Source: an optimization exercise on an open RTL-to-GDS flow (aim: small area). Production flows keep margins and buffers that such runs may drop.
At most, simulation tests tie the RTL to the original design; equivalence was not proved.
No activity file was given, so power comes from the tool's default toggle rates.

==> build 36 <==
==> flow/design.v (excerpt) <==
module pedal_audio(
    input  wire        AUD_BCLK,
    input  wire        reset,
    input  wire [1:0]  SW,
    input  wire        AUD_ADCLRCK,
    input  wire        AUD_ADCDAT,
    output wire        AUD_DACLRCK,
    output wire        AUD_DACDAT
);
==> module pedal_audio, before the edit <==
module pedal_audio(
    input  wire        AUD_BCLK,
    input  wire        reset,
    input  wire [1:0]  SW,
    input  wire        AUD_ADCLRCK,
    input  wire        AUD_ADCDAT,
    output wire        AUD_DACLRCK,
    output wire        AUD_DACDAT
);
    reg [1:0] mode_bclk_ff1, mode_bclk_ff2;
    always @(posedge AUD_BCLK) begin
        mode_bclk_ff1 <= SW;
        mode_bclk_ff2 <= mode_bclk_ff1;
    end
    reg        lrclk_prev;
    reg [4:0]  bit_count;
    reg [16:0] cur;
    reg [15:0] oth;
    reg        oth_ok;
    reg        sh_neg;
    reg        neg;
    reg [1:0]  sh_amt;
    reg        dacdat;
    wire boundary = AUD_ADCLRCK ^ lrclk_prev;
    wire load     = boundary | reset;
    wire [15:0] d_v;
    wire        d_neg, d_sh_neg;
    wire [1:0]  d_sh_amt;
    distortion u_dist (
        .in_sample(oth),
        .mode(mode_bclk_ff2),
        .en(oth_ok & ~reset),
        .v(d_v),
        .neg(d_neg),
        .sh_neg(d_sh_neg),
        .sh_amt(d_sh_amt)
    );
    reg tap, late;
    always @(*) begin
        case (sh_amt)
            2'd0: tap = cur[15];
            2'd1: tap = cur[14];
            2'd2: tap = cur[13];
            default: tap = cur[12];
        endcase
        if (sh_neg)
            tap = cur[16];
        case (sh_amt)
            2'd0: late = 1'b0;
            2'd1: late = (bit_count[3:0] == 4'd15);
            2'd2: late = (bit_count[3:1] == 3'd7);
            default: late = (bit_count[3:2] == 2'd3) & (bit_count[1] | bit_count[0]);
        endcase
        if (sh_neg)
            late = 1'b0;
    end
    always @(posedge AUD_BCLK) begin
        lrclk_prev <= AUD_ADCLRCK & ~reset;
        if (load)
            bit_count <= 5'd0;
        else if (!bit_count[4])
            bit_count <= {bit_count[4] | (&bit_count[3:0]),
                          bit_count[3] ^ (&bit_count[2:0]),
                          bit_count[2] ^ (&bit_count[1:0]),
                          bit_count[1] ^ bit_count[0],
                          ~bit_count[0]};
        if (load)
            cur <= {1'b0, d_v};
        else if (!bit_count[4])
            cur <= {cur[15:0], AUD_ADCDAT};
        if (boundary)
            oth <= cur[15:0];
        if (reset)
            oth_ok <= 1'b0;
        else if (boundary)
            oth_ok <= bit_count[4];
        if (load) begin
            neg    <= d_neg;
            sh_neg <= d_sh_neg;
            sh_amt <= d_sh_amt;
        end
        if (load)
            dacdat <= 1'b0;
        else
            dacdat <= (tap ^ neg) & ~late & ~bit_count[4];
    end
    assign AUD_DACDAT  = dacdat;
    assign AUD_DACLRCK = AUD_ADCLRCK;
endmodule
Settings: LEC_CHECK=0, ABC_AREA=1, CAP_MARGIN=20, CORE_MARGIN=2, CORE_UTILIZATION=40, SLEW_MARGIN=20, BUFFER_PORTS_ARGS=-buffer_cell sky130_fd_sc_hd__buf_1, CTS_ARGS=-sink_clustering_enable -repair_clock_nets -dont_use_dummy_load -buf_list sky130_fd_sc_hd__clkbuf_8; clock period 20.0 ns.
standard.sh (not shown) runs the stock make flow with config.mk's settings and CLKGATE_MAP_FILE= SYNTH_SCRIPT=/design/flow/synth_recipe.tcl, a recipe that flattens the netlist after the stock synthesis.
==> flow/flow/run.sh <==
#!/bin/bash
# Own layout flow: the standard flow (standard.sh), with
#  * area-only ABC mapping in synthesis (flow/abc_area_only.tcl),
#  * the smallest buffer on each port,
#  * clock tree synthesis without dummy loads.
# Each step's full output is in orfs/logs/; make's output is in flow_make.log.
set -euo pipefail
W=$(pwd)
F=$W/flow
export AREA_ABC_SCRIPT=$F/area.script
cat $F/abc_area_only.tcl $W/synth_recipe.tcl > $W/area_synth.tcl
sed "s#$W/synth_recipe.tcl#$W/area_synth.tcl#g" $W/standard.sh > $W/area_standard.sh
grep -q area_synth.tcl $W/area_standard.sh
cat >> $W/config.mk <<'EOC'
export BUFFER_PORTS_ARGS = -buffer_cell sky130_fd_sc_hd__buf_1
export CTS_ARGS = -sink_clustering_enable -repair_clock_nets -dont_use_dummy_load -buf_list sky130_fd_sc_hd__clkbuf_8
EOC
bash $W/area_standard.sh > $W/flow_make.log 2>&1
==> flow/flow/abc_area_only.tcl <==
# Area-only technology mapping: ABC gets flow/area.script (plain area
# mapping) in place of ORFS's script, which also buffers and upsizes gates
# for speed; the clock period here leaves a wide margin. Everything else in
# the standard synthesis is unchanged, so the registers keep their names and
# cell types.
proc abc {args} {
  set i [lsearch -exact $args -script]
  if { $i >= 0 } {
    set args [lreplace $args [expr {$i + 1}] [expr {$i + 1}] $::env(AREA_ABC_SCRIPT)]
  }
  set j [lsearch -exact $args -D]
  if { $j >= 0 } {
    set args [lreplace $args $j [expr {$j + 1}]]
  }
  yosys abc {*}$args
}
==> flow/flow/area.script <==
strash
dch
map -a
topo
==> trial 98 (differences from build 36) <==
--- a/flow/flow/run.sh
+++ b/flow/flow/run.sh
@@ -15,3 +15,3 @@
 export BUFFER_PORTS_ARGS = -buffer_cell sky130_fd_sc_hd__buf_1
-export CTS_ARGS = -sink_clustering_enable -repair_clock_nets -dont_use_dummy_load -buf_list sky130_fd_sc_hd__clkbuf_8
+export CTS_ARGS = -sink_clustering_enable -repair_clock_nets -dont_use_dummy_load -buf_list sky130_fd_sc_hd__clkbuf_4 -root_buf sky130_fd_sc_hd__clkbuf_8
 EOC
==> flow/flow/area.script (replaced) <==
strash
dch
amap
topo
--- a/flow/config.mk
+++ b/flow/config.mk
@@ -13,2 +13,2 @@
 export BUFFER_PORTS_ARGS = -buffer_cell sky130_fd_sc_hd__buf_1
-export CTS_ARGS = -sink_clustering_enable -repair_clock_nets -dont_use_dummy_load -buf_list sky130_fd_sc_hd__clkbuf_8
+export CTS_ARGS = -sink_clustering_enable -repair_clock_nets -dont_use_dummy_load -buf_list sky130_fd_sc_hd__clkbuf_4 -root_buf sky130_fd_sc_hd__clkbuf_8
==> trial 44 (differences from build 36) <==
--- a/flow/design.v
+++ b/flow/design.v
@@ -1194,2 +1194,7 @@
     end
+    wire        c_shift = ~load & ~bit_count[4];
+    wire        c_hold  = ~load & bit_count[4];
+    wire [16:0] cur_next = ({17{load}} & {1'b0, d_v})
+                         | ({17{c_shift}} & {cur[15:0], AUD_ADCDAT})
+                         | ({17{c_hold}} & cur);
     always @(posedge AUD_BCLK) begin
@@ -1204,6 +1209,3 @@
                           ~bit_count[0]};
-        if (load)
-            cur <= {1'b0, d_v};
-        else if (!bit_count[4])
-            cur <= {cur[15:0], AUD_ADCDAT};
+        cur <= cur_next;
         if (boundary)
--- a/flow/flow/run.sh
+++ b/flow/flow/run.sh
@@ -15,3 +15,3 @@
 export BUFFER_PORTS_ARGS = -buffer_cell sky130_fd_sc_hd__buf_1
-export CTS_ARGS = -sink_clustering_enable -repair_clock_nets -dont_use_dummy_load -buf_list sky130_fd_sc_hd__clkbuf_8
+export CTS_ARGS = -sink_clustering_enable -dont_use_dummy_load -buf_list sky130_fd_sc_hd__clkbuf_4 -root_buf sky130_fd_sc_hd__clkbuf_8
 EOC
==> flow/flow/area.script (replaced) <==
strash
dch
amap
topo
==> flow/config.mk (replaced) <==
export PLATFORM = sky130hd
export DESIGN_NAME = pedal_audio
export DESIGN_NICKNAME = pedal_audio
export VERILOG_FILES = /design/flow/design.v
export SDC_FILE = /design/flow/constraint.sdc
export NUM_CORES = 4
export LEC_CHECK = 0
export ABC_AREA = 1
export CAP_MARGIN = 0
export CORE_MARGIN = 2
export CORE_UTILIZATION = 40
export SLEW_MARGIN = 0
export BUFFER_PORTS_ARGS = -buffer_cell sky130_fd_sc_hd__buf_1
export CTS_ARGS = -sink_clustering_enable -dont_use_dummy_load -buf_list sky130_fd_sc_hd__clkbuf_4 -root_buf sky130_fd_sc_hd__clkbuf_8
==> summary.txt <==
                                                                                 build 36                         trial 44                trial 98
Minimum clock period after layout                                                 9040 ps                        10,100 ps                 9410 ps
Xor and xnor area share after synthesis                                             4.03%                           0.328%                      0%
CP max FO                                                                               7                               19                      19
Net count after synthesis                                                             353                              328                     318
Power attributed to the clock group                                           0.0000514 W                      0.0000521 W             0.0000513 W
Run status                                                                 finished clean                   finished clean          finished clean
Core outline area                                                               6830 um^2                        6420 um^2               6720 um^2
Fraction of final layout cells with drive strength greater than 1                   4.41%                            3.14%                   2.30%
WL/cell                                                                           14.2 um                          15.1 um                 15.0 um
Worst IR Drop VDD                                                             0.0000413 V                      0.0000365 V             0.0000411 V
Ratio of final minimum period to clock period                                       45.2%                            50.5%                   47.0%
Violation count after the first detailed-route iteration                              176                              204                     135
Combined area of the multi-input logic cells                                    1330 um^2                        1340 um^2               1310 um^2
Net switching power                                                           0.0000643 W                      0.0000573 W             0.0000595 W
Signal buffers                                                                          8                               11                       8
Internal power of the cells                                                    0.000155 W                       0.000145 W              0.000153 W
Sequential logic power                                                         0.000126 W                       0.000117 W              0.000124 W
Final-stage net count                                                                 367                              345                     332
Area-dominant class                                                flip-flops and latches  multi-input combinational cells  flip-flops and latches
Worst path bufs/invs                                                                    4                                5                       1
Final instance count without filler cells                                             436                              395                     385
Detail-routed via count per cell                                                     5.19                             5.67                    5.50
Routability congestion estimate                                                     0.978                            0.927                   0.915
Function not checked in trial 44: the RTL went through the layout flow alone.

-- what the ideal ports hide --
The flow's constraints put no driver on any port. The routed layouts listed below were extracted and timed again, unchanged, in two steps. Step 1 (the two cells are an assumption about what drives the block):
set clk [get_ports {AUD_BCLK}]
set_driving_cell -lib_cell sky130_fd_sc_hd__clkbuf_16 $clk
set_driving_cell -lib_cell sky130_fd_sc_hd__buf_2 [delete_from_list [all_inputs] $clk]
Step 2 times the ports against the registers' clock, not the clock port: input delays grow and output delays shrink by t, the midpoint of the rising clock arrivals with the driver on. Three values: no drivers, after step 1, after step 2; two values: the first two.
run | t (ns) | setup WS [ns] | cell pins on the clock port's net
build 36 | 0.320 | 10.963 / 10.972 / 10.652 | 1
trial 98 | 0.314 | 10.591 / 10.590 / 10.277 | 1
trial 44 | 0.323 | 9.896 / 9.904 / 9.581 | 1
After both steps setup and hold are still met in every run listed. For trial 44, which loses most, drivers alone change the setup slack by +0.008 ns; drivers and shift together by -0.315 ns.
